This design comes from an exercise in tuning for small area and a short achievable clock period on the open sky130 flow, not from production work.
Only simulation tests tie the RTL to the original design; equivalence was not proved.

`design/flow/config.mk`:
```
export PLATFORM = sky130hd
export DESIGN_NAME = RISCV_Top
export DESIGN_NICKNAME = RISCV_Top
export VERILOG_FILES = /design/flow/design.v
export SDC_FILE = /design/flow/constraint.sdc
export NUM_CORES = 4
export LEC_CHECK = 0
export CAP_MARGIN = 20
export CORE_MARGIN = 2
export CORE_UTILIZATION = 40
export SLEW_MARGIN = 20
```
`design/flow/constraint.sdc`:
```
create_clock -name core_clock -period 250.0 [get_ports {clk}]
set_input_delay 50.0000 -clock core_clock [delete_from_list [all_inputs] [get_ports {clk}]]
set_output_delay 50.0000 -clock core_clock [all_outputs]
set_load 0.01 [all_outputs]
```
`design/flow/run.sh`:
```
#!/bin/bash
# synth_recipe.tcl (not shown) runs the flow's synth.tcl, then flattens the netlist and writes it again
# the make line also repeats each setting of config.mk as NAME=value (left out here)
make -C /OpenROAD-flow-scripts/flow DESIGN_CONFIG=/design/flow/config.mk WORK_HOME=/design/flow/orfs CLKGATE_MAP_FILE= SYNTH_SCRIPT=/design/flow/synth_recipe.tcl finish
```
`design/flow/design.v`:
```
`timescale 1ns / 1ps
module Division(
    input  [31:0] A, B,
    output [31:0] Div, Rem
);
    wire [31:0] ua = A[31] ? -A : A;
    wire [31:0] ub = B[31] ? -B : B;
    wire [33:0] b3 = {2'b00, ub} + {1'b0, ub, 1'b0};
    wire [31:0] quo;
    wire [31:0] rr [0:16];
    assign rr[0] = 32'd0;
    genvar j;
    generate
        for (j = 0; j < 16; j = j + 1) begin : step
            localparam W = 2*j + 2;
            wire [W-1:0] t;
            if (j == 0) begin : t0
                assign t = ua[31:30];
            end else begin : tj
                assign t = {rr[j][W-3:0], ua[31-2*j:30-2*j]};
            end
            wire z1, z2, z3;
            if (j == 15) begin : h15
                assign z1 = 1'b1;
                assign z2 = ~ub[31];
                assign z3 = ~|b3[33:32];
            end else begin : hj
                assign z1 = ~|ub[31:W];
                assign z2 = ~|ub[31:W-1];
                assign z3 = ~|b3[33:W];
            end
            wire [W:0] d1 = {1'b0, t} - {1'b0, ub[W-1:0]};
            wire [W:0] d2 = {1'b0, t} - {1'b0, ub[W-2:0], 1'b0};
            wire [W:0] d3 = {1'b0, t} - {1'b0, b3[W-1:0]};
            wire g1 = z1 & ~d1[W];
            wire g2 = z2 & ~d2[W];
            wire g3 = z3 & ~d3[W];
            assign quo[31-2*j] = g2;
            assign quo[30-2*j] = g3 | (g1 & ~g2);
            wire [W-1:0] rn = g3 ? d3[W-1:0] : g2 ? d2[W-1:0] : g1 ? d1[W-1:0] : t;
            if (j == 15) begin : r15
                assign rr[16] = rn;
            end else begin : rj
                assign rr[j+1] = {{(32-W){1'b0}}, rn};
            end
        end
    endgenerate
    wire bz = ~|B;
    assign Div = bz ? 32'hFFFFFFFF : ((A[31] ^ B[31]) ? -quo : quo);
    assign Rem = A[31] ? -rr[16] : rr[16];
endmodule
`timescale 1ns / 1ps
module RISCV_Top(
    input clk,
    input rst,
    output [31:0] imem_addr,
    input  [31:0] imem_rdata,
    output [31:0] dmem_addr,
    output [31:0] dmem_wdata,
    output dmem_we,
    input  [31:0] dmem_rdata,
    output [31:0] ResultW
);
    reg  [31:0] PCF;
    reg  [31:0] InstrD, PCD;
    wire        PCSrcE;
    wire [31:0] PCTargetE;
    always @(posedge clk or posedge rst) begin
        if (rst) begin
            PCF    <= 32'd0;
            InstrD <= 32'd0;
            PCD    <= 32'd0;
        end else begin
            PCF    <= PCSrcE ? PCTargetE : PCF + 32'd4;
            InstrD <= imem_rdata;
            PCD    <= PCF;
        end
    end
    assign imem_addr = PCF;
    wire [6:0] op     = InstrD[6:0];
    wire [2:0] funct3 = InstrD[14:12];
    wire [6:0] funct7 = InstrD[31:25];
    wire [4:0] rs1D   = InstrD[19:15];
    wire [4:0] rs2D   = InstrD[24:20];
    wire [4:0] rdD    = InstrD[11:7];
    wire isLoad   = (op == 7'b0000011);
    wire isOpImm  = (op == 7'b0010011);
    wire isOp     = (op == 7'b0110011);
    wire isStore  = (op == 7'b0100011);
    wire isBranch = (op == 7'b1100011);
    wire RegWriteD = isLoad | isOpImm | isOp;
    wire ALUSrcD   = isLoad | isStore | isOpImm;
    wire f7_0 = funct7[0];
    wire f7_5 = funct7[5];
    wire r_and  = isOp & (funct3 == 3'b111);
    wire r_sltu = isOp & (funct3 == 3'b010);
    wire r_sll  = isOp & (funct3 == 3'b001);
    wire r_rem  = isOp & (funct3 == 3'b110) &  f7_0;
    wire r_or   = isOp & (funct3 == 3'b110) & ~f7_0;
    wire r_srl  = isOp & (funct3 == 3'b101);
    wire r_div  = isOp & (funct3 == 3'b100) &  f7_0;
    wire r_xor  = isOp & (funct3 == 3'b100) & ~f7_0;
    wire r_mul  = isOp & (funct3 == 3'b000) & ~f7_5 &  f7_0;
    wire r_sub  = isOp & (funct3 == 3'b000) &  f7_5 & ~f7_0;
    wire subD   = isBranch | r_sub;
    wire addsubD = ~(r_and | r_sltu | r_sll | r_rem | r_or | r_srl | r_div |
                     r_xor | r_mul);
    reg  [31:0] regs [1:31];
    reg  [31:1] valid;
    wire [31:0] RD1D = (rs1D != 5'd0 && valid[rs1D]) ? regs[rs1D] : 32'd0;
    wire [31:0] RD2D = (rs2D != 5'd0 && valid[rs2D]) ? regs[rs2D] : 32'd0;
    wire [31:0] immI = {{20{InstrD[31]}}, InstrD[31:20]};
    wire [31:0] immS = {{20{InstrD[31]}}, InstrD[31:25], InstrD[11:7]};
    wire [31:0] immB = {{20{InstrD[31]}}, InstrD[7], InstrD[30:25], InstrD[11:8], 1'b0};
    wire [31:0] BopD = ALUSrcD ? (isStore ? immS : immI) : RD2D;
    reg         RegWriteE, MemWriteE, ResultSrcE, BranchE, ALUSrcE;
    reg         subE, addsubE, mulE, divE, remE, xorE, orE, andE, sltuE, sllE, srlE;
    reg  [4:0]  RDE;
    reg  [31:0] RD1E, BopE, RD2E, PCTargetE_r;
    reg         fAM, fAW, fBM, fBW, fSM, fSW;
    reg         RegWriteM, MemWriteM, ResultSrcM;
    reg  [4:0]  RDM;
    reg  [31:0] ALUResultM, WriteDataM;
    reg         RegWriteW;
    reg  [4:0]  RDW;
    reg  [31:0] ResultW_r;
    wire mA = RegWriteE & (RDE != 5'd0) & (RDE == rs1D);
    wire wA = RegWriteM & (RDM != 5'd0) & (RDM == rs1D);
    wire mB = RegWriteE & (RDE != 5'd0) & (RDE == rs2D);
    wire wB = RegWriteM & (RDM != 5'd0) & (RDM == rs2D);
    always @(posedge clk or posedge rst) begin
        if (rst) begin
            RegWriteE <= 1'b0; MemWriteE <= 1'b0; ResultSrcE <= 1'b0;
            BranchE <= 1'b0; ALUSrcE <= 1'b0;
            subE <= 1'b0; addsubE <= 1'b1; mulE <= 1'b0; divE <= 1'b0;
            remE <= 1'b0; xorE <= 1'b0; orE <= 1'b0; andE <= 1'b0;
            sltuE <= 1'b0; sllE <= 1'b0; srlE <= 1'b0;
            RDE <= 5'd0;
            RD1E <= 32'd0; BopE <= 32'd0; RD2E <= 32'd0; PCTargetE_r <= 32'd0;
            fAM <= 1'b0; fAW <= 1'b0; fBM <= 1'b0; fBW <= 1'b0;
            fSM <= 1'b0; fSW <= 1'b0;
        end else begin
            RegWriteE <= RegWriteD; MemWriteE <= isStore; ResultSrcE <= isLoad;
            BranchE <= isBranch; ALUSrcE <= ALUSrcD;
            subE <= subD; addsubE <= addsubD; mulE <= r_mul; divE <= r_div;
            remE <= r_rem; xorE <= r_xor; orE <= r_or; andE <= r_and;
            sltuE <= r_sltu; sllE <= r_sll; srlE <= r_srl;
            RDE <= rdD;
            RD1E <= RD1D; BopE <= BopD; RD2E <= RD2D;
            PCTargetE_r <= PCD + immB;
            fAM <= mA; fAW <= ~mA & wA;
            fBM <= ~ALUSrcD & mB; fBW <= ~ALUSrcD & ~mB & wB;
            fSM <= mB; fSW <= ~mB & wB;
        end
    end
    wire [31:0] SrcA  = fAM ? ALUResultM : fAW ? ResultW_r : RD1E;
    wire [31:0] SrcB  = fBM ? ALUResultM : fBW ? ResultW_r : BopE;
    wire [31:0] WData = fSM ? ALUResultM : fSW ? ResultW_r : RD2E;
    wire [31:0] Div, Rem;
    Division DIV (.A(SrcA), .B(SrcB), .Div(Div), .Rem(Rem));
    wire [31:0] sum  = SrcA + (subE ? ~SrcB : SrcB) + {31'd0, subE};
    wire [31:0] prod = SrcA * SrcB;
    wire        big  = |SrcB[31:5];
    wire [31:0] shl  = big ? 32'd0 : (SrcA << SrcB[4:0]);
    wire [31:0] shr  = big ? 32'd0 : (SrcA >> SrcB[4:0]);
    wire [31:0] ALUResultE =
          ({32{addsubE}} & sum)
        | ({32{mulE}}    & prod)
        | ({32{divE}}    & Div)
        | ({32{remE}}    & Rem)
        | ({32{xorE}}    & (SrcA ^ SrcB))
        | ({32{orE}}     & (SrcA | SrcB))
        | ({32{andE}}    & (SrcA & SrcB))
        | ({32{sltuE}}   & {31'd0, SrcA < SrcB})
        | ({32{sllE}}    & shl)
        | ({32{srlE}}    & shr);
    assign PCSrcE    = BranchE & (SrcA == SrcB);
    assign PCTargetE = PCTargetE_r;
    always @(posedge clk or posedge rst) begin
        if (rst) begin
            RegWriteM <= 1'b0; MemWriteM <= 1'b0; ResultSrcM <= 1'b0;
            RDM <= 5'd0;
            ALUResultM <= 32'd0; WriteDataM <= 32'd0;
        end else begin
            RegWriteM <= RegWriteE; MemWriteM <= MemWriteE; ResultSrcM <= ResultSrcE;
            RDM <= RDE;
            ALUResultM <= ALUResultE; WriteDataM <= WData;
        end
    end
    always @(posedge clk or posedge rst) begin
        if (rst) begin
            RegWriteW <= 1'b0;
            RDW <= 5'd0;
            ResultW_r <= 32'd0;
        end else begin
            RegWriteW <= RegWriteM;
            RDW <= RDM;
            ResultW_r <= ResultSrcM ? dmem_rdata : ALUResultM;
        end
    end
    assign dmem_addr  = ALUResultM;
    assign dmem_wdata = WriteDataM;
    assign dmem_we    = MemWriteM;
    assign ResultW    = ResultW_r;
    always @(posedge clk or posedge rst) begin
        if (rst) valid <= 31'd0;
        else if (RegWriteW && RDW != 5'd0) valid[RDW] <= 1'b1;
    end
    always @(posedge clk) begin
        if (RegWriteW && RDW != 5'd0) regs[RDW] <= ResultW_r;
    end
endmodule
```
==> flow_metrics.env <==
export IMPL_status="finished clean"
export IMPL_netlist_area_um2=132000
export IMPL_finalSetupTns_ns=0
export IMPL_gp_congestion=1.10
export IMPL_grt_max_degree=134
export IMPL_io_buffers=194
export IMPL_crit_buf_inv=17
export IMPL_wire_per_inst_um=31.2
export IMPL_design_area_um2=146000
export IMPL_synth_edf_count=992
export IMPL_fillers=31600
export IMPL_worstMarginPinSlew_ns=1.21
export IMPL_core_rowCount=211
export IMPL_first_pass_iters=7
export IMPL_cp_common_cell="o21ai_0"
export IMPL_seq_area_frac_synth_pct=30.0
export IMPL_clock_latency_ns=0.84
export IMPL_hpwlAfterDp_um=415000
export IMPL_path_class="register to register"
export IMPL_cts_tree="yes"
export IMPL_htree_levels=4
export IMPL_finalNetCount=15300
export IMPL_root_buffer="clkbuf_16"
export IMPL_crit_path_top_delay_cell="nor2_1"
export IMPL_ys_types=114
export IMPL_hold_violations=0
export IMPL_clk_pin_slew_ns=0.07
export IMPL_ys_seq_elements=1383
export IMPL_core_area_um2=329000
export IMPL_rsz0062_at_grt="no"
export IMPL_dpl_cell_area_um2=141000
export IMPL_critical_path_max_stage_delay_ns=0.83
export IMPL_slew_headroom_pct=18.8
export IMPL_ctsResizeCount=0
export IMPL_slew_viol_final=0
export IMPL_grt_pass1_vias=110000
export IMPL_pre_cts_slack_ns=178.74
export IMPL_finalCriticalPeriod_ns=73.52
export IMPL_area_growth_pct=10.1
export IMPL_grt_pass1_wl_um=804000
export IMPL_die_area_um2=335000
export IMPL_netlist_instances=13600
export IMPL_fmax_mhz=13.6
export IMPL_drtAntennaViolNets=0
export IMPL_netlist_top_cells_area="edfxtp_1 (23%), ha_1 (11%), mux4_2 (9.5%)"
export IMPL_path_max_fanout=38
export IMPL_start_util_pct=40.1
export IMPL_yosysTopAreaCell="edfxtp_1"
export IMPL_ys_flop_type="edfxtp_1"
export IMPL_antenna_found_initial=26
export IMPL_pin_count=195
export IMPL_overflow=0
export IMPL_postSynth_asyncResetShare_pct=28.3
export IMPL_via_per_inst=6.23
export IMPL_cts_buffers_inserted=147
export IMPL_cp_end_kind="register"
export IMPL_setup_ws_ns=176.48
export IMPL_hp_class="register to register"
export IMPL_finalCritPeriodShare_pct=29.4
export IMPL_ys_warn_count=2
export IMPL_worstPathArrival_ns=74.19
export IMPL_drc=0
export IMPL_setup_violations=0
export IMPL_synth_top_area_share_pct=22.5
export IMPL_fp_dieW_um=579
export IMPL_startpoint_type="register"
export IMPL_cts_sinks=1383
export IMPL_cts_path_max_buffers=4
export IMPL_cts_setup_buffers=0
export IMPL_syn_area_per_cell_um2=9.73
export IMPL_max_cap_violations=0
export IMPL_vias=113000
export IMPL_finClkSkew_ns=0.100
export IMPL_crit_family="compound AO/OA/AOI/OAI gates"
export IMPL_drtIter0Drc=13000
export IMPL_syn_num_nets=15200
export IMPL_grt_use_total_pct=33.2
export IMPL_wl_um=566000
export IMPL_fp_dieH_um=579
export IMPL_critPathRequiredTime_ns=250.67
export IMPL_drive_gt1_share_pct=10.7
export IMPL_ctsHoldBuffers=0
-- logic make-up after synthesis --
kind of cell / Yosys count / share of synthesized area, %
AND/OR/NAND/NOR: 3734 / 12.7
flip-flops: 1383 / 30.0
AO/OA/AOI/OAI: 3385 / 16.5
adder cells (fa/ha/maj): 1568 / 17.5
multiplexers: 953 / 12.6
XOR/XNOR: 898 / 6.01
buffers and inverters: 1654 / 4.79
-- cell usage after synthesis, types with 256 or more instances --
cell type,number
nand2_1,1341
nor2_1,1188
ha_1,1110
inv_1,1001
edfxtp_1,992
a21oi_1,830
o21ai_0,815
xnor2_1,634
mux4_2,559
fa_1,458
clkbuf_1,449
dfrtp_1,390
mux2i_1,312
a21o_1,290
xor2_1,256
-- cells in the final DEF, fill, tap and decap left out, types with 50 or more instances in the layout --
cell                n
nand2_1          1340
nor2_1           1163
ha_1             1110
inv_1             995
edfxtp_1          992
a21oi_1           830
o21ai_0           811
xnor2_1           618
mux4_2            559
fa_1              458
buf_4             376
dfrtp_1           371
mux2i_1           308
a21o_1            290
xor2_1            253
nand3_1           214
clkdlybuf4s50_1   194
nor3_1            191
o21a_1            178
nand2b_1          152
clkbuf_16         150
o21bai_1          142
a21boi_0          134
o211ai_1          128
nor2b_1           123
o22ai_1           110
a31oi_1           106
mux2_2             82
or3_1              80
and3_1             72
a211oi_1           68
nand4_1            66
and2_1             62
o31ai_1            51
nor4_1             50
-- registers in the layout, indices dropped and copies added (netlist names), 31 cells and up --
register     count
ALUResultM      32
BopE            32
InstrD          32
PCD             32
PCF             32
PCTargetE_r     32
RD1E            32
RD2E            32
ResultW_r       32
WriteDataM      32
regs           992
valid           31
-- path summary, 6_finish.rpt --
kind                                        from                        to  slack [ns]  cells past startpoint
worst max-delay path               fBW$_DFF_PP0_  ALUResultM[29]$_DFF_PP0_      176.48                    260
worst min-delay path            PCD[0]$_DFF_PP0_  PCTargetE_r[0]$_DFF_PP0_        0.35                      0
worst max register to register     fBW$_DFF_PP0_  ALUResultM[29]$_DFF_PP0_      176.48                    260
worst min register to register  PCD[0]$_DFF_PP0_  PCTargetE_r[0]$_DFF_PP0_        0.35                      0
max in group asynchronous                    rst   ResultW_r[16]$_DFF_PP0_      195.95                      7
min in group asynchronous                    rst         PCF[11]$_DFF_PP0_       49.86                      2
-- final cells by class --
cell class	count	area [µm²]	share of cell area, %
repair buffers	574	4840	3.33
clock inverters	68	871	0.598
clock buffers	191	3980	2.73
diodes	20	50.0	0.0344
multi-input cells	10500	86800	59.6
flip-flops and latches	1383	39600	27.2
inverters	1039	3910	2.69
well taps	4366	5460	3.75
-- layer usage --
layer	track usage, %	up-vias	wire length, µm
li1	-	49700	-
met1	40.7	55800	213000
met2	53.4	6110	257000
met3	5.94	1707	49100
met4	22.8	18	47800
met5	0	-	127
-- per-stage QoR --
stage          cells  utilization [%]  hold WS (ns)
2_1_floorplan  13600                -         0.331
3_3_place_gp   17900             42.7         0.333
3_5_place_dp   17900             42.7         0.345
4_1_cts        18200             44.1         0.354
5_1_grt        18200             44.2         0.358
6_report       18200             44.2         0.351

## re-timing with driven ports
Ports are ideal in the flow. The routed layout listed here was re-timed in OpenROAD. Step 1, drivers: a clkbuf_16 drives clk and a buf_2 each remaining input, both assumed. Step 2, shift: input delay + t, output delay - t, t = (earliest + latest rising clock arrival at the registers) / 2. This alone moves slack from input paths to output paths. Three values: ideal, step 1, step 2; two values: the first two.
shift t [ns]: 0.867
setup WS [ns]: 176.477 / 176.477 / 176.477
clock arrival spread, ns: 0.103 / 0.103
After both steps setup and hold are still met in this run. The setup slack of this run moves by 0.000 ns with the drivers and by 0.000 ns with both steps.
